Background: an optimization exercise with open tools, aiming at small area and a short achievable clock period. Do not read the settings as production practice. In this exercise RTL edits were held to simulation tests only and were not proved equivalent to the original. No activity file was given, so power comes from the tool's default toggle rates.

## flow/design.v (module list and top-level ports; edited modules follow where they fit)
// module clock_divider: 28 lines
// module bd_core: 692 lines
// module bd_fa: 4 lines
// module bd_pp3: 3 lines
// module bd_inv: 3 lines
// module bd_and2: 3 lines
// module bd_or2: 3 lines
// module bd_nand2: 3 lines
// module bd_nor2: 3 lines
// module bd_xor2: 3 lines
// module bd_xnor2: 3 lines
// module bd_ornb: 3 lines
// module bd_a21oi: 3 lines
// module bd_o21ai: 3 lines
// module bd_gp3l: 6 lines
// module bd_gp4: 8 lines
// module bd_gp4l: 6 lines
// module buzzer: 13 lines
module buzzer(
        input baseClk,
        input [$clog2(1000000) - 1:0] freq,
        input rst,
        output buzz_clk
);
  // ...
==> flow/flow/run.sh <==
#!/bin/bash
# The standard layout (standard.sh), with plain port buffers in place of the
# default delay buffer; every port still gets its buffer.
set -euo pipefail
export BUFFER_PORTS_ARGS="-buffer_cell sky130_fd_sc_hd__buf_1"
bash standard.sh > standard.log 2>&1
==> flow/standard.sh <==
#!/bin/bash
# synth_recipe.tcl (not shown) runs the flow's synth.tcl, then flattens the netlist and writes it again
# the make line also repeats each setting of config.mk as NAME=value (left out here)
make -C /OpenROAD-flow-scripts/flow DESIGN_CONFIG=/design/flow/config.mk WORK_HOME=/design/flow/orfs CLKGATE_MAP_FILE= SYNTH_SCRIPT=/design/flow/synth_recipe.tcl "${@:-finish}"
==> flow/config.mk <==
export PLATFORM = sky130hd
export DESIGN_NAME = buzzer
export DESIGN_NICKNAME = buzzer
export VERILOG_FILES = /design/flow/design.v
export SDC_FILE = /design/flow/constraint.sdc
export NUM_CORES = 4
export LEC_CHECK = 0
export CAP_MARGIN = 20
export CELL_PAD_IN_SITES_DETAIL_PLACEMENT = 1
export CELL_PAD_IN_SITES_GLOBAL_PLACEMENT = 1
export CORE_MARGIN = 2
export CORE_UTILIZATION = 30
export GPL_TIMING_DRIVEN = 0
export PLACE_DENSITY = 0.6
export SLEW_MARGIN = 20
export SYNTH_HIERARCHICAL = 1
export SYNTH_MINIMUM_KEEP_SIZE = 0
==> flow/constraint.sdc <==
create_clock -name core_clock -period 120.0 [get_ports {baseClk}]
set_input_delay 24.0000 -clock core_clock [delete_from_list [all_inputs] [get_ports {baseClk}]]
set_output_delay 24.0000 -clock core_clock [all_outputs]
set_load 0.01 [all_outputs]
==> impl_metrics.py, run 1 <==
metrics = {
    "pwr": {
        "power.group.top": "combinational logic",
        "clock_power_share": 0.122,
        "p_seq_w": 0.0000102,
        "leakagePower_nw": 2.54,
    },
    "placed_design": {
        "dp_cells": 1228,
    },
    "routing": {
        "first_pass_iters": 17,
        "drc_errors": 0,
    },
    "timing": {
        "hold_viol": 0,
        "rsz0062_at_grt": "no",
        "fin_worst_skew_ns": 0.00502,
        "tightest_slew_ns": 1.15,
        "finalSetupTns_ns": 0,
    },
    "synthesis": {
        "synth-simple-area-share": 0.191,
        "yosys-top-cells-area": "fa_1 (38%), a222oi_1 (20%), dfxtp_1 (6.7%), xnor2_1 (5.7%), nor2_1 (5.6%)",
        "avgSynthCellArea_um2": 9.24,
        "syn-num-nets": 1047,
        "synth.most_common_cell": "a222oi_1",
        "yosysWarnings": 7,
        "synth_top_cell_by_area": "fa_1",
    },
    "final_layout": {
        "nNonClkInverters": 38,
        "multi_input_area_share": 0.851,
        "reg_top3": "freq_generator.m: 26 flops, freq_generator.outClk: 1 flops",
        "multi_input_area_mm2": 0.00735,
        "fin_util": 0.330,
        "seq_cells": 27,
        "fin_nets": 1074,
        "final_cell_count_no_fill": 1232,
    },
    "clocking": {
        "cts_tree": "done",
        "clk_pin_slew_ns": 0.07,
    },
    "die": {
        "die-width_um": 168,
        "tap_cells": 335,
        "coreArea_mm2": 0.0262,
        "dieArea_mm2": 0.0281,
    },
    "global_routing": {
        "grt_use_total": 0.204,
    },
    "setup_path": {
        "r2r_setup_slack_ns": 104.70,
        "cp-startpoint": "freq[1]",
        "crit_slowest_cell": "a222oi_1",
        "crit_family": "adder cells",
    },
    "outcome": {
        "status": "finished clean",
    },
}
==> run 2: changes to the inputs <==
--- a/flow/design.v
+++ b/flow/design.v
@@ -40,17 +40,17 @@
         assign thi[27] = t[27];
         genvar gi;
         for (gi = 0; gi < 25; gi = gi + 1) begin : g_mhi
                 assign mhi[gi] = mhi[gi + 1] | m[gi];
         end
         for (gi = 0; gi < 27; gi = gi + 1) begin : g_thi
                 assign thi[gi] = thi[gi + 1] | t[gi];
         end
-        wire y1, y2, s3, c4, s5, c6, s7, c8, s9, c10, s11, c12, s13, c14, s15, c16, s17, c18, s19, c20, s21, c22, s23, c24, s25, c26, s27, c28, s29, c30, s31, c32, s33, c34, s35, c36, s37, c38, s39, c40, s41, c42, s43, c44, s45, c46, s47, c48, s49, c50, y51, y52, y53, y54, y55, y56, y57, y58, y59, y60, y61, y62, y63, y64, y65, y66, y67, y68, y69, y70, y71, y72, y73, y74, y75, pn76, pn77, pn78, pn79, pn80, pn81, pn82, pn83, pn84, pn85, pn86, pn87, pn88, pn89, pn90, pn91, pn92, pn93, pn94, pn95, pn96, pn97, pn98, pn99, pn100, pn101, o102, y103, y104, y105, pn106, pn107, pn108, pn109, pn110, pn111, pn112, pn113, pn114, pn115, pn116, pn117, pn118, pn119, pn120, pn121, pn122, pn123, pn124, pn125, pn126, pn127, pn128, pn129, o130, y131, y132, y133, pn134, pn135, pn136, pn137, pn138, pn139, pn140, pn141, pn142, pn143, pn144, pn145, pn146, pn147, pn148, pn149, pn150, pn151, pn152, pn153, pn154, pn155, o156, y157, y158, y159, pn160, pn161, pn162, pn163, pn164, pn165, pn166, pn167, pn168, pn169, pn170, pn171, pn172, pn173, pn174, pn175, pn176, pn177, pn178, pn179, o180, y181, y182, y183, pn184, pn185, pn186, pn187, pn188, pn189, pn190, pn191, pn192, pn193, pn194, pn195, pn196, pn197, pn198, pn199, pn200, pn201, o202, y203, y204, y205, pn206, pn207, pn208, pn209, pn210, pn211, pn212, pn213, pn214, pn215, pn216, pn217, pn218, pn219, pn220, pn221, o222, y223, y224, y225, pn226, pn227, pn228, pn229, pn230, pn231, pn232, pn233, pn234, pn235, pn236, pn237, pn238, pn239, o240, y241, y242, y243, pn244, pn245, pn246, pn247, pn248, pn249, pn250, pn251, pn252, pn253, pn254, pn255, o256, y257, y258, y259, pn260, pn261, pn262, pn263, pn264, pn265, pn266, pn267, pn268, pn269, o270, y271, y272, y273, pn274, pn275, pn276, pn277, pn278, pn279, pn280, pn281, o282, y283, y284, y285, y286, y287, y288, y289, y290, y291, s292, c293, y294, y295, s296, c297, y298, y299, s300, c301, s302, c303, y304, y305, y306, y307, s308, c309, s310, c311, y312, y313, y314, y315, s316, c317, s318, c319, s320, c321, y322, y323, s324, c325, s326, c327, s328, c329, y330, y331, y332, y333, s334, c335, s336, c337, s338, c339, s340, c341, s342, c343, s344, c345, s346, c347, s348, c349, s350, c351, s352, c353, s354, c355, s356, c357, s358, c359, s360, c361, s362, c363, s364, c365, s366, c367, s368, c369, s370, c371, y372, y373, s374, c375, s376, c377, s378, c379, s380, c381, s382, c383, s384, c385, y386, y387, s388, c389, s390, c391, s392, c393, s394, c395, s396, c397, s398, c399, s400, c401, s402, c403, s404, c405, s406, c407, s408, c409, s410, c411, s412, c413, y414, y415, s416, c417, s418, c419, s420, c421, s422, c423, s424, c425, s426, c427, s428, c429, s430, c431, s432, c433, s434, c435, s436, c437, s438, c439, s440, c441, s442, c443, s444, c445, s446, c447, s448, c449, s450, c451, s452, c453, s454, c455, s456, c457, s458, c459, s460, c461, s462, c463, s464, c465, s466, c467, s468, c469, s470, c471, s472, c473, s474, c475, s476, c477, s478, c479, s480, c481, s482, c483, s484, c485, s486, c487, s488, c489, s490, c491, s492, c493, s494, c495, s496, c497, s498, c499, s500, c501, s502, c503, s504, c505, s506, c507, s508, c509, y510, y511, s512, c513, s514, c515, s516, c517, s518, c519, s520, c521, s522, c523, s524, c525, y526, y527, s528, c529, s530, c531, s532, c533, s534, c535, s536, c537, s538, c539, s540, c541, s542, c543, y544, y545, y546, y547, y548, y549, y550, y551, y552, y553, y554, y555, y556, y557, y558, y559, y560, y561, y562, y563, y564, y565, y566, y567, y568, y569, y570, y571, y572, y573, y574, y575, y576, y577, y578, y579, y580, y581, y582, y583, y584, y585, y586, y587, y588, y589, y590, y591, y592, y593, y594, y595, y596, y597, y598, y599, y600, y601, y602, y603, y604, y605, y606, y607, y608, y609, y610, y611, y612, y613, y614, y615, y616, y617, y618, y619, y620, y621, y622, y623, y624, y625, y626, y627, y628, y629, y630, y631, y632, y633, y634, y635, y636, y637, y638, y639, y640, y641, y642, y643, y644, y645, y646, y647, y648, y649, y650, y651, y652, y653, y654, y655, y656, y657, y658, y659, y660, y661, y662, y663, y664, y665, y666, y667, y668, y669, g670, q671, g672, q673, g674, q675, g676, y677, y678, y679, y680, s681, c682, s683, c684, s685, c686, s687, c688, s689, c690, s691, c692, s693, c694, s695, c696, s697, c698, s699, c700, s701, c702, s703, c704, s705, c706, s707, c708, s709, c710, s711, c712, s713, c714, s715, c716, y717, y718, y719, y720, y721, y722, y723, y724, y725, y726, y727, y728, y729, y730, y731, y732, y733, y734, y735, y736, y737, y738, y739, y740, y741, y742, y743, y744, y745, y746, y747, y748, y749, y750, y751, y752, y753, y754, y755, y756, y757, y758, y759, y760, y761, y762, y763, y764, y765, y766, y767, y768, y769, y770, y771, y772, y773, y774, y775, y776, y777, g778, q779, g780, q781, g782, q783, g784, q785, g786, q787, g788, q789, g790, q791, g792, y793, ove794, y795, y796, y797, y798, y799, y800, y801, y802, y803, y804, y805, y806, y807, y808, y809, y810, y811, y812, y813, y814, y815, y816, y817, y818, y819, y820, y821, y822, y823, y824, y825, y826, y827, y828, y829, y830, y831, y832;
+        wire y1, y2, s3, c4, s5, c6, s7, c8, s9, c10, s11, c12, s13, c14, s15, c16, s17, c18, s19, c20, s21, c22, s23, c24, s25, c26, s27, c28, s29, c30, s31, c32, s33, c34, s35, c36, s37, c38, s39, c40, s41, c42, s43, c44, s45, c46, s47, c48, s49, c50, y51, y52, y53, y54, y55, y56, y57, y58, y59, y60, y61, y62, y63, y64, y65, y66, y67, y68, y69, y70, y71, y72, y73, y74, y75, pn76, pn77, pn78, pn79, pn80, pn81, pn82, pn83, pn84, pn85, pn86, pn87, pn88, pn89, pn90, pn91, pn92, pn93, pn94, pn95, pn96, pn97, pn98, pn99, pn100, pn101, o102, y103, y104, y105, pn106, pn107, pn108, pn109, pn110, pn111, pn112, pn113, pn114, pn115, pn116, pn117, pn118, pn119, pn120, pn121, pn122, pn123, pn124, pn125, pn126, pn127, pn128, pn129, o130, y131, y132, y133, pn134, pn135, pn136, pn137, pn138, pn139, pn140, pn141, pn142, pn143, pn144, pn145, pn146, pn147, pn148, pn149, pn150, pn151, pn152, pn153, pn154, pn155, o156, y157, y158, y159, pn160, pn161, pn162, pn163, pn164, pn165, pn166, pn167, pn168, pn169, pn170, pn171, pn172, pn173, pn174, pn175, pn176, pn177, pn178, pn179, o180, y181, y182, y183, pn184, pn185, pn186, pn187, pn188, pn189, pn190, pn191, pn192, pn193, pn194, pn195, pn196, pn197, pn198, pn199, pn200, pn201, o202, y203, y204, y205, pn206, pn207, pn208, pn209, pn210, pn211, pn212, pn213, pn214, pn215, pn216, pn217, pn218, pn219, pn220, pn221, o222, y223, y224, y225, pn226, pn227, pn228, pn229, pn230, pn231, pn232, pn233, pn234, pn235, pn236, pn237, pn238, pn239, o240, y241, y242, y243, pn244, pn245, pn246, pn247, pn248, pn249, pn250, pn251, pn252, pn253, pn254, pn255, o256, y257, y258, y259, pn260, pn261, pn262, pn263, pn264, pn265, pn266, pn267, pn268, pn269, o270, y271, y272, y273, pn274, pn275, pn276, pn277, pn278, pn279, pn280, pn281, o282, y283, y284, y285, y286, y287, y288, y289, y290, y291, s292, c293, y294, y295, s296, c297, y298, y299, s300, c301, s302, c303, y304, y305, y306, y307, s308, c309, s310, c311, y312, y313, y314, y315, s316, c317, s318, c319, s320, c321, y322, y323, s324, c325, s326, c327, s328, c329, y330, y331, y332, y333, s334, c335, s336, c337, s338, c339, s340, c341, s342, c343, s344, c345, s346, c347, s348, c349, s350, c351, s352, c353, s354, c355, s356, c357, s358, c359, s360, c361, s362, c363, s364, c365, s366, c367, s368, c369, s370, c371, y372, y373, s374, c375, s376, c377, s378, c379, s380, c381, s382, c383, s384, c385, y386, y387, s388, c389, s390, c391, s392, c393, s394, c395, s396, c397, s398, c399, s400, c401, s402, c403, s404, c405, s406, c407, s408, c409, s410, c411, s412, c413, y414, y415, s416, c417, s418, c419, s420, c421, s422, c423, s424, c425, s426, c427, s428, c429, s430, c431, s432, c433, s434, c435, s436, c437, s438, c439, s440, c441, s442, c443, s444, c445, s446, c447, s448, c449, s450, c451, s452, c453, s454, c455, s456, c457, s458, c459, s460, c461, s462, c463, s464, c465, s466, c467, s468, c469, s470, c471, s472, c473, s474, c475, s476, c477, s478, c479, s480, c481, s482, c483, s484, c485, s486, c487, s488, c489, s490, c491, s492, c493, s494, c495, s496, c497, s498, c499, s500, c501, s502, c503, s504, c505, s506, c507, s508, c509, y510, y511, s512, c513, s514, c515, s516, c517, s518, c519, s520, c521, s522, c523, s524, c525, y526, y527, s528, c529, s530, c531, s532, c533, s534, c535, s536, c537, s538, c539, s540, c541, s542, c543, y544, y545, y546, y547, y548, y549, y550, y551, y552, y553, y554, y555, y556, y557, y558, y559, y560, y561, y562, y563, y564, y565, y566, y567, y568, y569, y570, y571, y572, y573, y574, y575, y576, y577, y578, y579, y580, y581, y582, y583, y584, y585, y586, y587, y588, y589, y590, y591, y592, y593, y594, y595, y596, y597, y598, y599, y600, y601, y602, y603, y604, y605, y606, y607, y608, y609, y610, y611, y612, y613, y614, y615, y616, y617, y618, y619, y620, y621, y622, y623, y624, y625, y626, y627, y628, y629, y630, y631, y632, y633, y634, y635, y636, y637, y638, y639, y640, y641, y642, y643, y644, y645, y646, y647, y648, y649, y650, y651, y652, y653, y654, y655, y656, y657, y658, y659, y660, y661, y662, y663, y664, y665, y666, y667, y668, y669, g670, q671, g672, q673, g674, q675, g676, y677, y678, y679, s680, c681, s682, c683, s684, c685, s686, c687, s688, c689, s690, c691, s692, c693, s694, c695, s696, c697, s698, c699, s700, c701, s702, c703, s704, c705, s706, c707, s708, c709, s710, c711, s712, c713, s714, c715, y716, y717, y718, y719, y720, y721, y722, y723, y724, y725, y726, y727, y728, y729, y730, y731, y732, y733, y734, y735, y736, y737, y738, y739, y740, y741, y742, y743, y744, y745, y746, y747, y748, y749, y750, y751, y752, y753, y754, y755, y756, y757, y758, y759, y760, y761, y762, y763, y764, y765, y766, y767, y768, y769, y770, y771, y772, y773, y774, y775, y776, g777, q778, g779, q780, g781, q782, g783, q784, g785, q786, g787, q788, g789, q790, g791, y792, ove793, y794, y795, y796, y797, y798, y799, y800, y801, y802, y803, y804, y805, y806, y807, y808, y809, y810, y811, y812, y813, y814, y815, y816, y817, y818, y819, y820, y821, y822, y823, y824, y825, y826, y827, y828, y829, y830, y831;
         bd_xor2 u_y1 (.a(m[1]), .b(m[0]), .y(y1));
         bd_and2 u_y2 (.a(m[1]), .b(m[0]), .y(y2));
         bd_fa u_s3 (.a(m[2]), .b(m[1]), .c(y2), .s(s3), .co(c4));
         bd_fa u_s5 (.a(m[3]), .b(m[2]), .c(c4), .s(s5), .co(c6));
         bd_fa u_s7 (.a(m[4]), .b(m[3]), .c(c6), .s(s7), .co(c8));
         bd_fa u_s9 (.a(m[5]), .b(m[4]), .c(c8), .s(s9), .co(c10));
         bd_fa u_s11 (.a(m[6]), .b(m[5]), .c(c10), .s(s11), .co(c12));
         bd_fa u_s13 (.a(m[7]), .b(m[6]), .c(c12), .s(s13), .co(c14));
@@ -579,149 +579,148 @@
         bd_o21ai u_y666 (.a1(y665), .a2(y597), .b1(y598), .y(y666));
         bd_nor2 u_y667 (.a(y548), .b(y547), .y(y667));
         bd_nor2 u_y668 (.a(y665), .b(y667), .y(y668));
         bd_inv u_y669 (.a(y596), .y(y669));
         bd_gp4 u_g670 (.g0(y634), .p0(y636), .g1(y630), .p1(y632), .g2(y626), .p2(y628), .g3(y622), .p3(y624), .G(g670), .P(q671));
         bd_gp4 u_g672 (.g0(y650), .p0(y652), .g1(y646), .p1(y648), .g2(y642), .p2(y644), .g3(y638), .p3(y640), .G(g672), .P(q673));
         bd_gp4 u_g674 (.g0(y666), .p0(y668), .g1(y662), .p1(y664), .g2(y658), .p2(y660), .g3(y654), .p3(y656), .G(g674), .P(q675));
         bd_gp4l u_g676 (.g0(y669), .g1(g674), .p1(q675), .g2(g672), .p2(q673), .g3(g670), .p3(q671), .G(g676));
-        bd_xor2 u_y677 (.a(pn76), .b(y53), .y(y677));
-        bd_and2 u_y678 (.a(pn76), .b(y53), .y(y678));
-        bd_xnor2 u_y679 (.a(pn77), .b(y54), .y(y679));
-        bd_or2 u_y680 (.a(pn77), .b(y54), .y(y680));
-        bd_fa u_s681 (.a(pn106), .b(y283), .c(y55), .s(s681), .co(c682));
-        bd_fa u_s683 (.a(pn78), .b(y56), .c(y284), .s(s683), .co(c684));
-        bd_fa u_s685 (.a(y57), .b(y286), .c(y288), .s(s685), .co(c686));
-        bd_fa u_s687 (.a(y58), .b(y289), .c(s292), .s(s687), .co(c688));
-        bd_fa u_s689 (.a(y59), .b(s296), .c(y298), .s(s689), .co(c690));
-        bd_fa u_s691 (.a(y60), .b(s302), .c(y304), .s(s691), .co(c692));
-        bd_fa u_s693 (.a(y61), .b(y305), .c(y312), .s(s693), .co(c694));
-        bd_fa u_s695 (.a(y62), .b(y313), .c(s320), .s(s695), .co(c696));
-        bd_fa u_s697 (.a(y63), .b(c321), .c(y330), .s(s697), .co(c698));
-        bd_fa u_s699 (.a(y64), .b(y331), .c(s340), .s(s699), .co(c700));
-        bd_fa u_s701 (.a(y65), .b(c341), .c(s350), .s(s701), .co(c702));
-        bd_fa u_s703 (.a(y66), .b(c351), .c(s360), .s(s703), .co(c704));
-        bd_fa u_s705 (.a(y67), .b(c361), .c(y372), .s(s705), .co(c706));
-        bd_fa u_s707 (.a(y68), .b(y373), .c(s384), .s(s707), .co(c708));
-        bd_fa u_s709 (.a(y69), .b(c385), .c(s398), .s(s709), .co(c710));
-        bd_fa u_s711 (.a(y70), .b(c399), .c(s412), .s(s711), .co(c712));
-        bd_fa u_s713 (.a(y71), .b(c413), .c(s428), .s(s713), .co(c714));
-        bd_fa u_s715 (.a(y72), .b(c429), .c(s444), .s(s715), .co(c716));
-        bd_xnor2 u_y717 (.a(c445), .b(s460), .y(y717));
-        bd_or2 u_y718 (.a(c445), .b(s460), .y(y718));
-        bd_xnor2 u_y719 (.a(c461), .b(s476), .y(y719));
-        bd_or2 u_y720 (.a(c461), .b(s476), .y(y720));
-        bd_xnor2 u_y721 (.a(c477), .b(s492), .y(y721));
-        bd_or2 u_y722 (.a(c477), .b(s492), .y(y722));
-        bd_xnor2 u_y723 (.a(c493), .b(s508), .y(y723));
-        bd_or2 u_y724 (.a(c493), .b(s508), .y(y724));
-        bd_xnor2 u_y725 (.a(c509), .b(y526), .y(y725));
-        bd_or2 u_y726 (.a(c509), .b(y526), .y(y726));
-        bd_xnor2 u_y727 (.a(y527), .b(y544), .y(y727));
-        bd_or2 u_y728 (.a(y527), .b(y544), .y(y728));
-        bd_nand2 u_y729 (.a(y679), .b(y678), .y(y729));
-        bd_nor2 u_y730 (.a(s681), .b(y680), .y(y730));
-        bd_nand2 u_y731 (.a(s681), .b(y680), .y(y731));
-        bd_nor2 u_y732 (.a(s683), .b(c682), .y(y732));
-        bd_nand2 u_y733 (.a(s683), .b(c682), .y(y733));
-        bd_nor2 u_y734 (.a(s685), .b(c684), .y(y734));
-        bd_nand2 u_y735 (.a(s685), .b(c684), .y(y735));
-        bd_nor2 u_y736 (.a(s687), .b(c686), .y(y736));
-        bd_nand2 u_y737 (.a(s687), .b(c686), .y(y737));
-        bd_nor2 u_y738 (.a(s689), .b(c688), .y(y738));
-        bd_nand2 u_y739 (.a(s689), .b(c688), .y(y739));
-        bd_nor2 u_y740 (.a(s691), .b(c690), .y(y740));
-        bd_nand2 u_y741 (.a(s691), .b(c690), .y(y741));
-        bd_nor2 u_y742 (.a(s693), .b(c692), .y(y742));
-        bd_nand2 u_y743 (.a(s693), .b(c692), .y(y743));
-        bd_nor2 u_y744 (.a(s695), .b(c694), .y(y744));
-        bd_nand2 u_y745 (.a(s695), .b(c694), .y(y745));
-        bd_nor2 u_y746 (.a(s697), .b(c696), .y(y746));
-        bd_nand2 u_y747 (.a(s697), .b(c696), .y(y747));
-        bd_nor2 u_y748 (.a(s699), .b(c698), .y(y748));
-        bd_nand2 u_y749 (.a(s699), .b(c698), .y(y749));
-        bd_nor2 u_y750 (.a(s701), .b(c700), .y(y750));
-        bd_nand2 u_y751 (.a(s701), .b(c700), .y(y751));
-        bd_nor2 u_y752 (.a(s703), .b(c702), .y(y752));
-        bd_nand2 u_y753 (.a(s703), .b(c702), .y(y753));
-        bd_nor2 u_y754 (.a(s705), .b(c704), .y(y754));
-        bd_nand2 u_y755 (.a(s705), .b(c704), .y(y755));
-        bd_nor2 u_y756 (.a(s707), .b(c706), .y(y756));
-        bd_nand2 u_y757 (.a(s707), .b(c706), .y(y757));
-        bd_nor2 u_y758 (.a(s709), .b(c708), .y(y758));
-        bd_nand2 u_y759 (.a(s709), .b(c708), .y(y759));
-        bd_nor2 u_y760 (.a(s711), .b(c710), .y(y760));
-        bd_nand2 u_y761 (.a(s711), .b(c710), .y(y761));
-        bd_nor2 u_y762 (.a(s713), .b(c712), .y(y762));
-        bd_nand2 u_y763 (.a(s713), .b(c712), .y(y763));
-        bd_nor2 u_y764 (.a(s715), .b(c714), .y(y764));
-        bd_nand2 u_y765 (.a(s715), .b(c714), .y(y765));
-        bd_nor2 u_y766 (.a(y717), .b(c716), .y(y766));
-        bd_nand2 u_y767 (.a(y717), .b(c716), .y(y767));
-        bd_nor2 u_y768 (.a(y719), .b(y718), .y(y768));
-        bd_nand2 u_y769 (.a(y719), .b(y718), .y(y769));
-        bd_nor2 u_y770 (.a(y721), .b(y720), .y(y770));
-        bd_nand2 u_y771 (.a(y721), .b(y720), .y(y771));
-        bd_nor2 u_y772 (.a(y723), .b(y722), .y(y772));
-        bd_nand2 u_y773 (.a(y723), .b(y722), .y(y773));
-        bd_nor2 u_y774 (.a(y725), .b(y724), .y(y774));
-        bd_nand2 u_y775 (.a(y725), .b(y724), .y(y775));
-        bd_nor2 u_y776 (.a(y727), .b(y726), .y(y776));
-        bd_nand2 u_y777 (.a(y727), .b(y726), .y(y777));
-        bd_gp4 u_g778 (.g0(y770), .p0(y771), .g1(y772), .p1(y773), .g2(y774), .p2(y775), .g3(y776), .p3(y777), .G(g778), .P(q779));
-        bd_gp4 u_g780 (.g0(y762), .p0(y763), .g1(y764), .p1(y765), .g2(y766), .p2(y767), .g3(y768), .p3(y769), .G(g780), .P(q781));
-        bd_gp4 u_g782 (.g0(y754), .p0(y755), .g1(y756), .p1(y757), .g2(y758), .p2(y759), .g3(y760), .p3(y761), .G(g782), .P(q783));
-        bd_gp4 u_g784 (.g0(y746), .p0(y747), .g1(y748), .p1(y749), .g2(y750), .p2(y751), .g3(y752), .p3(y753), .G(g784), .P(q785));
-        bd_gp4 u_g786 (.g0(y738), .p0(y739), .g1(y740), .p1(y741), .g2(y742), .p2(y743), .g3(y744), .p3(y745), .G(g786), .P(q787));
-        bd_gp4 u_g788 (.g0(y730), .p0(y731), .g1(y732), .p1(y733), .g2(y734), .p2(y735), .g3(y736), .p3(y737), .G(g788), .P(q789));
-        bd_gp4 u_g790 (.g0(g784), .p0(q785), .g1(g782), .p1(q783), .g2(g780), .p2(q781), .g3(g778), .p3(q779), .G(g790), .P(q791));
-        bd_gp3l u_g792 (.g0(y729), .g1(g788), .p1(q789), .g2(g786), .p2(q787), .G(g792));
-        bd_a21oi u_y793 (.a1(q791), .a2(g792), .b1(g790), .y(y793));
-        assign ove794 = o102 | o130 | o156 | o180 | o202 | o222 | o240 | o256 | o270 | o282;
-        bd_nand2 u_y795 (.a(c529), .b(c531), .y(y795));
-        bd_inv u_y796 (.a(c533), .y(y796));
-        bd_nor2 u_y797 (.a(y796), .b(y795), .y(y797));
-        bd_nand2 u_y798 (.a(y797), .b(c535), .y(y798));
-        bd_nor2 u_y799 (.a(ove794), .b(y798), .y(y799));
-        bd_nand2 u_y800 (.a(c537), .b(y799), .y(y800));
-        bd_inv u_y801 (.a(y800), .y(y801));
-        bd_nand2 u_y802 (.a(y801), .b(c539), .y(y802));
-        bd_inv u_y803 (.a(y802), .y(y803));
-        bd_nand2 u_y804 (.a(y803), .b(c541), .y(y804));
-        bd_inv u_y805 (.a(y804), .y(y805));
-        bd_nand2 u_y806 (.a(y805), .b(c543), .y(y806));
-        bd_inv u_y807 (.a(y806), .y(y807));
-        bd_nand2 u_y808 (.a(y807), .b(y545), .y(y808));
-        bd_nor2 u_y809 (.a(y808), .b(y595), .y(y809));
-        bd_inv u_y810 (.a(y809), .y(y810));
-        bd_nor2 u_y811 (.a(y810), .b(g676), .y(y811));
-        bd_inv u_y812 (.a(rst), .y(y812));
-        bd_nand2 u_y813 (.a(y812), .b(c529), .y(y813));
-        bd_nand2 u_y814 (.a(c531), .b(c533), .y(y814));
-        bd_nor2 u_y815 (.a(y813), .b(y814), .y(y815));
-        bd_nand2 u_y816 (.a(y815), .b(c535), .y(y816));
-        bd_nor2 u_y817 (.a(ove794), .b(y816), .y(y817));
-        bd_nand2 u_y818 (.a(c537), .b(y817), .y(y818));
-        bd_inv u_y819 (.a(y818), .y(y819));
-        bd_nand2 u_y820 (.a(y819), .b(c539), .y(y820));
-        bd_inv u_y821 (.a(y820), .y(y821));
-        bd_nand2 u_y822 (.a(y821), .b(c541), .y(y822));
-        bd_inv u_y823 (.a(y822), .y(y823));
-        bd_nand2 u_y824 (.a(y823), .b(c543), .y(y824));
-        bd_inv u_y825 (.a(y824), .y(y825));
-        bd_nand2 u_y826 (.a(y825), .b(y545), .y(y826));
-        bd_inv u_y827 (.a(y826), .y(y827));
-        bd_nand2 u_y828 (.a(y827), .b(y728), .y(y828));
-        bd_inv u_y829 (.a(y828), .y(y829));
-        bd_nand2 u_y830 (.a(y793), .b(y829), .y(y830));
-        bd_nand2 u_y831 (.a(y793), .b(y829), .y(y831));
-        bd_nand2 u_y832 (.a(y793), .b(y829), .y(y832));
-        assign buzz_n = y811;
-        assign wrap = {y830, y831, y832};
+        bd_and2 u_y677 (.a(pn76), .b(y53), .y(y677));
+        bd_xnor2 u_y678 (.a(pn77), .b(y54), .y(y678));
+        bd_or2 u_y679 (.a(pn77), .b(y54), .y(y679));
+        bd_fa u_s680 (.a(pn106), .b(y283), .c(y55), .s(s680), .co(c681));
+        bd_fa u_s682 (.a(pn78), .b(y56), .c(y284), .s(s682), .co(c683));
+        bd_fa u_s684 (.a(y57), .b(y286), .c(y288), .s(s684), .co(c685));
+        bd_fa u_s686 (.a(y58), .b(y289), .c(s292), .s(s686), .co(c687));
+        bd_fa u_s688 (.a(y59), .b(s296), .c(y298), .s(s688), .co(c689));
+        bd_fa u_s690 (.a(y60), .b(s302), .c(y304), .s(s690), .co(c691));
+        bd_fa u_s692 (.a(y61), .b(y305), .c(y312), .s(s692), .co(c693));
+        bd_fa u_s694 (.a(y62), .b(y313), .c(s320), .s(s694), .co(c695));
+        bd_fa u_s696 (.a(y63), .b(c321), .c(y330), .s(s696), .co(c697));
+        bd_fa u_s698 (.a(y64), .b(y331), .c(s340), .s(s698), .co(c699));
+        bd_fa u_s700 (.a(y65), .b(c341), .c(s350), .s(s700), .co(c701));
+        bd_fa u_s702 (.a(y66), .b(c351), .c(s360), .s(s702), .co(c703));
+        bd_fa u_s704 (.a(y67), .b(c361), .c(y372), .s(s704), .co(c705));
+        bd_fa u_s706 (.a(y68), .b(y373), .c(s384), .s(s706), .co(c707));
+        bd_fa u_s708 (.a(y69), .b(c385), .c(s398), .s(s708), .co(c709));
+        bd_fa u_s710 (.a(y70), .b(c399), .c(s412), .s(s710), .co(c711));
+        bd_fa u_s712 (.a(y71), .b(c413), .c(s428), .s(s712), .co(c713));
+        bd_fa u_s714 (.a(y72), .b(c429), .c(s444), .s(s714), .co(c715));
+        bd_xnor2 u_y716 (.a(c445), .b(s460), .y(y716));
+        bd_or2 u_y717 (.a(c445), .b(s460), .y(y717));
+        bd_xnor2 u_y718 (.a(c461), .b(s476), .y(y718));
+        bd_or2 u_y719 (.a(c461), .b(s476), .y(y719));
+        bd_xnor2 u_y720 (.a(c477), .b(s492), .y(y720));
+        bd_or2 u_y721 (.a(c477), .b(s492), .y(y721));
+        bd_xnor2 u_y722 (.a(c493), .b(s508), .y(y722));
+        bd_or2 u_y723 (.a(c493), .b(s508), .y(y723));
+        bd_xnor2 u_y724 (.a(c509), .b(y526), .y(y724));
+        bd_or2 u_y725 (.a(c509), .b(y526), .y(y725));
+        bd_xnor2 u_y726 (.a(y527), .b(y544), .y(y726));
+        bd_or2 u_y727 (.a(y527), .b(y544), .y(y727));
+        bd_nand2 u_y728 (.a(y678), .b(y677), .y(y728));
+        bd_nor2 u_y729 (.a(s680), .b(y679), .y(y729));
+        bd_nand2 u_y730 (.a(s680), .b(y679), .y(y730));
+        bd_nor2 u_y731 (.a(s682), .b(c681), .y(y731));
+        bd_nand2 u_y732 (.a(s682), .b(c681), .y(y732));
+        bd_nor2 u_y733 (.a(s684), .b(c683), .y(y733));
+        bd_nand2 u_y734 (.a(s684), .b(c683), .y(y734));
+        bd_nor2 u_y735 (.a(s686), .b(c685), .y(y735));
+        bd_nand2 u_y736 (.a(s686), .b(c685), .y(y736));
+        bd_nor2 u_y737 (.a(s688), .b(c687), .y(y737));
+        bd_nand2 u_y738 (.a(s688), .b(c687), .y(y738));
+        bd_nor2 u_y739 (.a(s690), .b(c689), .y(y739));
+        bd_nand2 u_y740 (.a(s690), .b(c689), .y(y740));
+        bd_nor2 u_y741 (.a(s692), .b(c691), .y(y741));
+        bd_nand2 u_y742 (.a(s692), .b(c691), .y(y742));
+        bd_nor2 u_y743 (.a(s694), .b(c693), .y(y743));
+        bd_nand2 u_y744 (.a(s694), .b(c693), .y(y744));
+        bd_nor2 u_y745 (.a(s696), .b(c695), .y(y745));
+        bd_nand2 u_y746 (.a(s696), .b(c695), .y(y746));
+        bd_nor2 u_y747 (.a(s698), .b(c697), .y(y747));
+        bd_nand2 u_y748 (.a(s698), .b(c697), .y(y748));
+        bd_nor2 u_y749 (.a(s700), .b(c699), .y(y749));
+        bd_nand2 u_y750 (.a(s700), .b(c699), .y(y750));
+        bd_nor2 u_y751 (.a(s702), .b(c701), .y(y751));
+        bd_nand2 u_y752 (.a(s702), .b(c701), .y(y752));
+        bd_nor2 u_y753 (.a(s704), .b(c703), .y(y753));
+        bd_nand2 u_y754 (.a(s704), .b(c703), .y(y754));
+        bd_nor2 u_y755 (.a(s706), .b(c705), .y(y755));
+        bd_nand2 u_y756 (.a(s706), .b(c705), .y(y756));
+        bd_nor2 u_y757 (.a(s708), .b(c707), .y(y757));
+        bd_nand2 u_y758 (.a(s708), .b(c707), .y(y758));
+        bd_nor2 u_y759 (.a(s710), .b(c709), .y(y759));
+        bd_nand2 u_y760 (.a(s710), .b(c709), .y(y760));
+        bd_nor2 u_y761 (.a(s712), .b(c711), .y(y761));
+        bd_nand2 u_y762 (.a(s712), .b(c711), .y(y762));
+        bd_nor2 u_y763 (.a(s714), .b(c713), .y(y763));
+        bd_nand2 u_y764 (.a(s714), .b(c713), .y(y764));
+        bd_nor2 u_y765 (.a(y716), .b(c715), .y(y765));
+        bd_nand2 u_y766 (.a(y716), .b(c715), .y(y766));
+        bd_nor2 u_y767 (.a(y718), .b(y717), .y(y767));
+        bd_nand2 u_y768 (.a(y718), .b(y717), .y(y768));
+        bd_nor2 u_y769 (.a(y720), .b(y719), .y(y769));
+        bd_nand2 u_y770 (.a(y720), .b(y719), .y(y770));
+        bd_nor2 u_y771 (.a(y722), .b(y721), .y(y771));
+        bd_nand2 u_y772 (.a(y722), .b(y721), .y(y772));
+        bd_nor2 u_y773 (.a(y724), .b(y723), .y(y773));
+        bd_nand2 u_y774 (.a(y724), .b(y723), .y(y774));
+        bd_nor2 u_y775 (.a(y726), .b(y725), .y(y775));
+        bd_nand2 u_y776 (.a(y726), .b(y725), .y(y776));
+        bd_gp4 u_g777 (.g0(y769), .p0(y770), .g1(y771), .p1(y772), .g2(y773), .p2(y774), .g3(y775), .p3(y776), .G(g777), .P(q778));
+        bd_gp4 u_g779 (.g0(y761), .p0(y762), .g1(y763), .p1(y764), .g2(y765), .p2(y766), .g3(y767), .p3(y768), .G(g779), .P(q780));
+        bd_gp4 u_g781 (.g0(y753), .p0(y754), .g1(y755), .p1(y756), .g2(y757), .p2(y758), .g3(y759), .p3(y760), .G(g781), .P(q782));
+        bd_gp4 u_g783 (.g0(y745), .p0(y746), .g1(y747), .p1(y748), .g2(y749), .p2(y750), .g3(y751), .p3(y752), .G(g783), .P(q784));
+        bd_gp4 u_g785 (.g0(y737), .p0(y738), .g1(y739), .p1(y740), .g2(y741), .p2(y742), .g3(y743), .p3(y744), .G(g785), .P(q786));
+        bd_gp4 u_g787 (.g0(y729), .p0(y730), .g1(y731), .p1(y732), .g2(y733), .p2(y734), .g3(y735), .p3(y736), .G(g787), .P(q788));
+        bd_gp4 u_g789 (.g0(g783), .p0(q784), .g1(g781), .p1(q782), .g2(g779), .p2(q780), .g3(g777), .p3(q778), .G(g789), .P(q790));
+        bd_gp3l u_g791 (.g0(y728), .g1(g787), .p1(q788), .g2(g785), .p2(q786), .G(g791));
+        bd_a21oi u_y792 (.a1(q790), .a2(g791), .b1(g789), .y(y792));
+        assign ove793 = o102 | o130 | o156 | o180 | o202 | o222 | o240 | o256 | o270 | o282;
+        bd_nand2 u_y794 (.a(c529), .b(c531), .y(y794));
+        bd_inv u_y795 (.a(c533), .y(y795));
+        bd_nor2 u_y796 (.a(y795), .b(y794), .y(y796));
+        bd_nand2 u_y797 (.a(y796), .b(c535), .y(y797));
+        bd_nor2 u_y798 (.a(ove793), .b(y797), .y(y798));
+        bd_nand2 u_y799 (.a(c537), .b(y798), .y(y799));
+        bd_inv u_y800 (.a(y799), .y(y800));
+        bd_nand2 u_y801 (.a(y800), .b(c539), .y(y801));
+        bd_inv u_y802 (.a(y801), .y(y802));
+        bd_nand2 u_y803 (.a(y802), .b(c541), .y(y803));
+        bd_inv u_y804 (.a(y803), .y(y804));
+        bd_nand2 u_y805 (.a(y804), .b(c543), .y(y805));
+        bd_inv u_y806 (.a(y805), .y(y806));
+        bd_nand2 u_y807 (.a(y806), .b(y545), .y(y807));
+        bd_nor2 u_y808 (.a(y807), .b(y595), .y(y808));
+        bd_inv u_y809 (.a(y808), .y(y809));
+        bd_nor2 u_y810 (.a(y809), .b(g676), .y(y810));
+        bd_inv u_y811 (.a(rst), .y(y811));
+        bd_nand2 u_y812 (.a(y811), .b(c529), .y(y812));
+        bd_nand2 u_y813 (.a(c531), .b(c533), .y(y813));
+        bd_nor2 u_y814 (.a(y812), .b(y813), .y(y814));
+        bd_nand2 u_y815 (.a(y814), .b(c535), .y(y815));
+        bd_nor2 u_y816 (.a(ove793), .b(y815), .y(y816));
+        bd_nand2 u_y817 (.a(c537), .b(y816), .y(y817));
+        bd_inv u_y818 (.a(y817), .y(y818));
+        bd_nand2 u_y819 (.a(y818), .b(c539), .y(y819));
+        bd_inv u_y820 (.a(y819), .y(y820));
+        bd_nand2 u_y821 (.a(y820), .b(c541), .y(y821));
+        bd_inv u_y822 (.a(y821), .y(y822));
+        bd_nand2 u_y823 (.a(y822), .b(c543), .y(y823));
+        bd_inv u_y824 (.a(y823), .y(y824));
+        bd_nand2 u_y825 (.a(y824), .b(y545), .y(y825));
+        bd_inv u_y826 (.a(y825), .y(y826));
+        bd_nand2 u_y827 (.a(y826), .b(y727), .y(y827));
+        bd_inv u_y828 (.a(y827), .y(y828));
+        bd_nand2 u_y829 (.a(y792), .b(y828), .y(y829));
+        bd_nand2 u_y830 (.a(y792), .b(y828), .y(y830));
+        bd_nand2 u_y831 (.a(y792), .b(y828), .y(y831));
+        assign buzz_n = y810;
+        assign wrap = {y829, y830, y831};
 endmodule
 module bd_fa (input a, input b, input c, output s, output co);
         assign s = a ^ b ^ c;
         assign co = (a & b) | (c & (a ^ b));
 endmodule
 module bd_pp3 (input s1, input a, input s2, input b, input s3, input c, output y);
         assign y = ~((s1 & a) | (s2 & b) | (s3 & c));
 endmodule
==> run 2 against run 1 <==
  * Synthesized cell count unchanged
  * Utilization about the same
  * Cell count about the same
  * Area after synthesis unchanged
  * Cell area up 0.13%
==> impl_metrics.py, run 2 <==
metrics = {
    "routing": {
        "wl_mm": 28.4,
        "drc_errors": 0,
        "drt_iter0_markers": 1566,
        "first_pass_iters": 17,
        "vias": 7865,
        "via_per_inst": 6.38,
        "wl_per_cell_um": 23.0,
        "ant_nets": 0,
    },
    "synthesis": {
        "synthArstFlopShare": 0,
        "synth_compound_area_frac": 0.254,
        "synth_top_family_by_area": "adder cells",
        "synth_cells": 871,
        "synth_top_cell_by_area": "fa_1",
        "ys_ff_latch": 27,
        "synth_edf_count": 0,
        "yosysUniqueCellTypes": 34,
        "yosysWarnings": 7,
        "synth_fa_ha_area_frac": 0.383,
        "muxShareOfSynthArea": 0,
        "synth-simple-area-share": 0.191,
        "netlist_area_mm2": 0.00805,
        "synth_xor_area_frac": 0.0838,
        "syn-num-nets": 1047,
        "netlist_top_cells_count": "a222oi_1 (163), fa_1 (154), nor2_1 (119), nand2_1 (106), and2_1 (68)",
        "synthFlopType": "dfxtp_1",
        "synth.most_common_cell": "a222oi_1",
        "synth_top_area_frac": 0.383,
        "avgSynthCellArea_um2": 9.24,
        "yosys-top-cells-area": "fa_1 (38%), a222oi_1 (20%), dfxtp_1 (6.7%), xnor2_1 (5.7%), nor2_1 (5.6%)",
        "seq_area_frac_synth": 0.0672,
    },
    "placed_design": {
        "hpwl_mm": 21.7,
        "gp_congestion": 0.828,
        "io_buffers": 22,
        "dpl-instance-area_mm2": 0.00856,
    },
    "global_routing": {
        "grt_max_degree": 28,
        "antenna_found_initial": 0,
        "grt_pass1_wl_mm": 45.7,
        "grt_overflow": 0,
        "grt_use_total": 0.202,
        "grt_pass1_vias": 8007,
    },
    "setup_path": {
        "crit_path_end_kind": "flop",
        "start_kind": "input port",
        "required_ns": 120.12,
        "crit_type": "input port to flop",
        "cp_max_fo": 26,
        "r2r_setup_slack_ns": 104.82,
        "crit_arrival_ns": 29.59,
    },
    "timing": {
        "fin_worst_skew_ns": 0.00385,
        "period_needed_ns": 29.47,
        "hold_viol": 0,
        "setup_violations": 0,
        "fmax_mhz": 33.9,
        "finalSetupTns_ns": 0,
        "rsz0062_at_grt": "no",
        "slew_headroom": 0.236,
        "slew_violations": 0,
        "period_share": 0.246,
        "tightest_slew_ns": 1.15,
    },
    "pwr": {
        "intPower_w": 0.0000312,
        "comb_power_share": 0.724,
        "clock_power_share": 0.119,
        "sw_frac_of_total": 0.524,
        "p_per_area_mw_per_mm2": 7.59,
        "vdd_drop_max_mv": 0.00366,
        "seqPwrFrac": 0.156,
        "leakagePower_nw": 2.54,
        "p_switching_w": 0.0000344,
    },
    "die": {
        "dieArea_mm2": 0.0281,
        "start_util": 0.307,
        "coreArea_mm2": 0.0262,
        "die_y_um": 168,
        "io_pins": 23,
        "fp-row-count": 59,
        "die-width_um": 168,
    },
    "final_layout": {
        "fill_cells": 3054,
        "reg_top3": "freq_generator.m: 26 flops, freq_generator.outClk: 1 flops",
        "fin_area_mm2": 0.00865,
        "drive_above_1_share": 0.0200,
        "largest_reg_flops": 26,
        "layout_common_cells": "a222oi_1 (163), fa_1 (154), nor2_1 (119)",
        "fin_nets": 1075,
        "area_growth_pct": 7.54,
        "top_register": "freq_generator.m",
        "antenna_cells": 0,
        "fin_util": 0.330,
        "final_common_cell": "a222oi_1",
    },
    "flow_run": {
        "cap_violations": 0,
    },
    "clocking": {
        "clk_pin_slew_ns": 0.07,
        "clock_latency_ns": 0.26,
        "cts_hold_buf": 0,
        "cts_tree": "done",
        "post_cts_buffers": 0,
        "cts-resized-gates": 0,
        "ctsHtreeMaxLevel": 1,
        "clk_path_buf_depth": 2,
        "clock_sinks": 27,
        "root_buffer": "clkbuf_16",
        "cts_inserted_buffers": 3,
    },
    "outcome": {
        "status": "finished clean",
    },
    "worst_hold_path": {
        "hold_path.class": "flop to flop",
    },
}
==> run 2: cell types whose count changed in the layout (fill, tap and decap cells not counted) <==
cell     previous run  this run
dfxtp_1            27        26
buf_6               0         1
and2_1             65        66
and2_2              3         2
dfxtp_2             0         1
==> run 2: logic make-up after synthesis <==
logic type / after synthesis
and+or+nand+nor: 335
AOI/OAI and AO/OA: 237
adders and majority gates: 154
xor gates and xnor gates: 77
buffers and inverters: 41
DFF: 27
==> run 2: path summary, 6_finish.rpt <==
check                                     startpoint              endpoint  cells past startpoint
worst max-delay path                         freq[1]   freq_generator.m[0]                     19
worst min-delay path            freq_generator.m[25]  freq_generator.m[25]                      2
worst max register to register   freq_generator.m[0]   freq_generator.m[0]                     41
worst min register to register  freq_generator.m[25]  freq_generator.m[25]                      2
==> run 2: power groups by stage <==
stage               combinational [W]  sequential, W   clock [W]
floorplan                   0.0000356     0.00000992           0
global placement            0.0000463      0.0000104           0
detailed placement          0.0000479      0.0000104           0
CTS                         0.0000482      0.0000102  0.00000812
global route                0.0000543      0.0000103  0.00000845
finish                      0.0000475      0.0000103  0.00000784
==> run 2: per-module statistics from Yosys (local to each module, per instance), a selection <==
| module | cell area, um2 | flip-flops and latches |
|---|---|---|
| bd_and2 | 6.26 | 0 |
| bd_gp4l | 18.8 | 0 |
| bd_nand2 | 3.75 | 0 |
| bd_ornb | 6.26 | 0 |
| bd_xor2 | 8.76 | 0 |
| clock_divider | 544 | 27 |
==> run 2: through the flow <==
step | total power (W) | cells | hold slack, ns | worst slack [ns]
detailed placement | 0.0000583 | 1229 | 0.672 | 90.21
global placement | 0.0000567 | 1228 | 0.667 | 90.23
floorplan | 0.0000455 | 871 | 0.605 | 91.60
CTS | 0.0000664 | 1233 | 0.682 | 90.47
global route | 0.0000731 | 1233 | 0.723 | 90.11
finish | 0.0000656 | 1233 | 0.673 | 90.53
==> run 2: cell type report <==
cell class	count	area, um2	share of cell area
Clock buffer	3	75.1	0.00868
Timing Repair Buffer	23	93.8	0.0108
Multi-Input combinational cell	803	7350	0.849
Inverter	38	143	0.0165
Buffer	3	22.5	0.00260
Tap cell	335	419	0.0484
Sequential cell	27	542	0.0626
Clock inverter	1	7.51	0.000868
==> run 2: routing by layer <==
layer  up-vias  share of wire  track usage
met3        32          0.092       0.0362
li1       3420              -            -
met4         0          0.017       0.0499
met2       404           0.48        0.334
met1      4009           0.41        0.274
met5         -              0            0
==> run 2: worst max-delay path, stage by stage <==
cell and delay, ns:
buf_1 0.13, inv_1 0.08, and2_1 0.47, a222oi_1 0.78
xor2_1 0.26, fa_1 0.47, fa_1 0.41, fa_1 0.51
fa_1 0.48, fa_1 0.53, nand2_1 0.07, a21oi_1 0.18
o21ai_1 0.09, a21oi_1 0.21, o21ai_1 0.12, a21oi_2 0.36
nand2_1 0.10, buf_4 0.18, nand2b_1 0.14

## what the ideal ports hide
Ports are ideal in the flow. The routed layouts listed here were re-timed in OpenROAD. Step 1: set_driving_cell puts a clkbuf_16 on baseClk and a buf_2 on each other input, an assumption about the parent block. Step 2 adds t to the input delays and takes it off the output delays; t is the mean of the earliest and latest rising clock arrival at the registers after step 1. Input paths then give back, and output paths get back, about the clock's delay inside the block. Slacks: no drivers / after step 1 / after step 2; pairs: no drivers / after step 1.
| run | t (ns) | setup WS [ns] | latest minus earliest clock arrival (ns) | worst slew at a driven data input, ns | pins driven straight from the clock port |
|---|---|---|---|---|---|
| run 1 | 0.296 | 90.554 / 90.565 / 90.268 | 0.005 / 0.005 | 0.04 | 1 |
| run 2 | 0.294 | 90.528 / 90.539 / 90.245 | 0.004 / 0.004 | 0.04 | 1 |
After both steps every run listed still meets setup and hold. The setup slack of run 1, which loses most, moves by +0.011 ns with the drivers and by -0.286 ns with both steps.
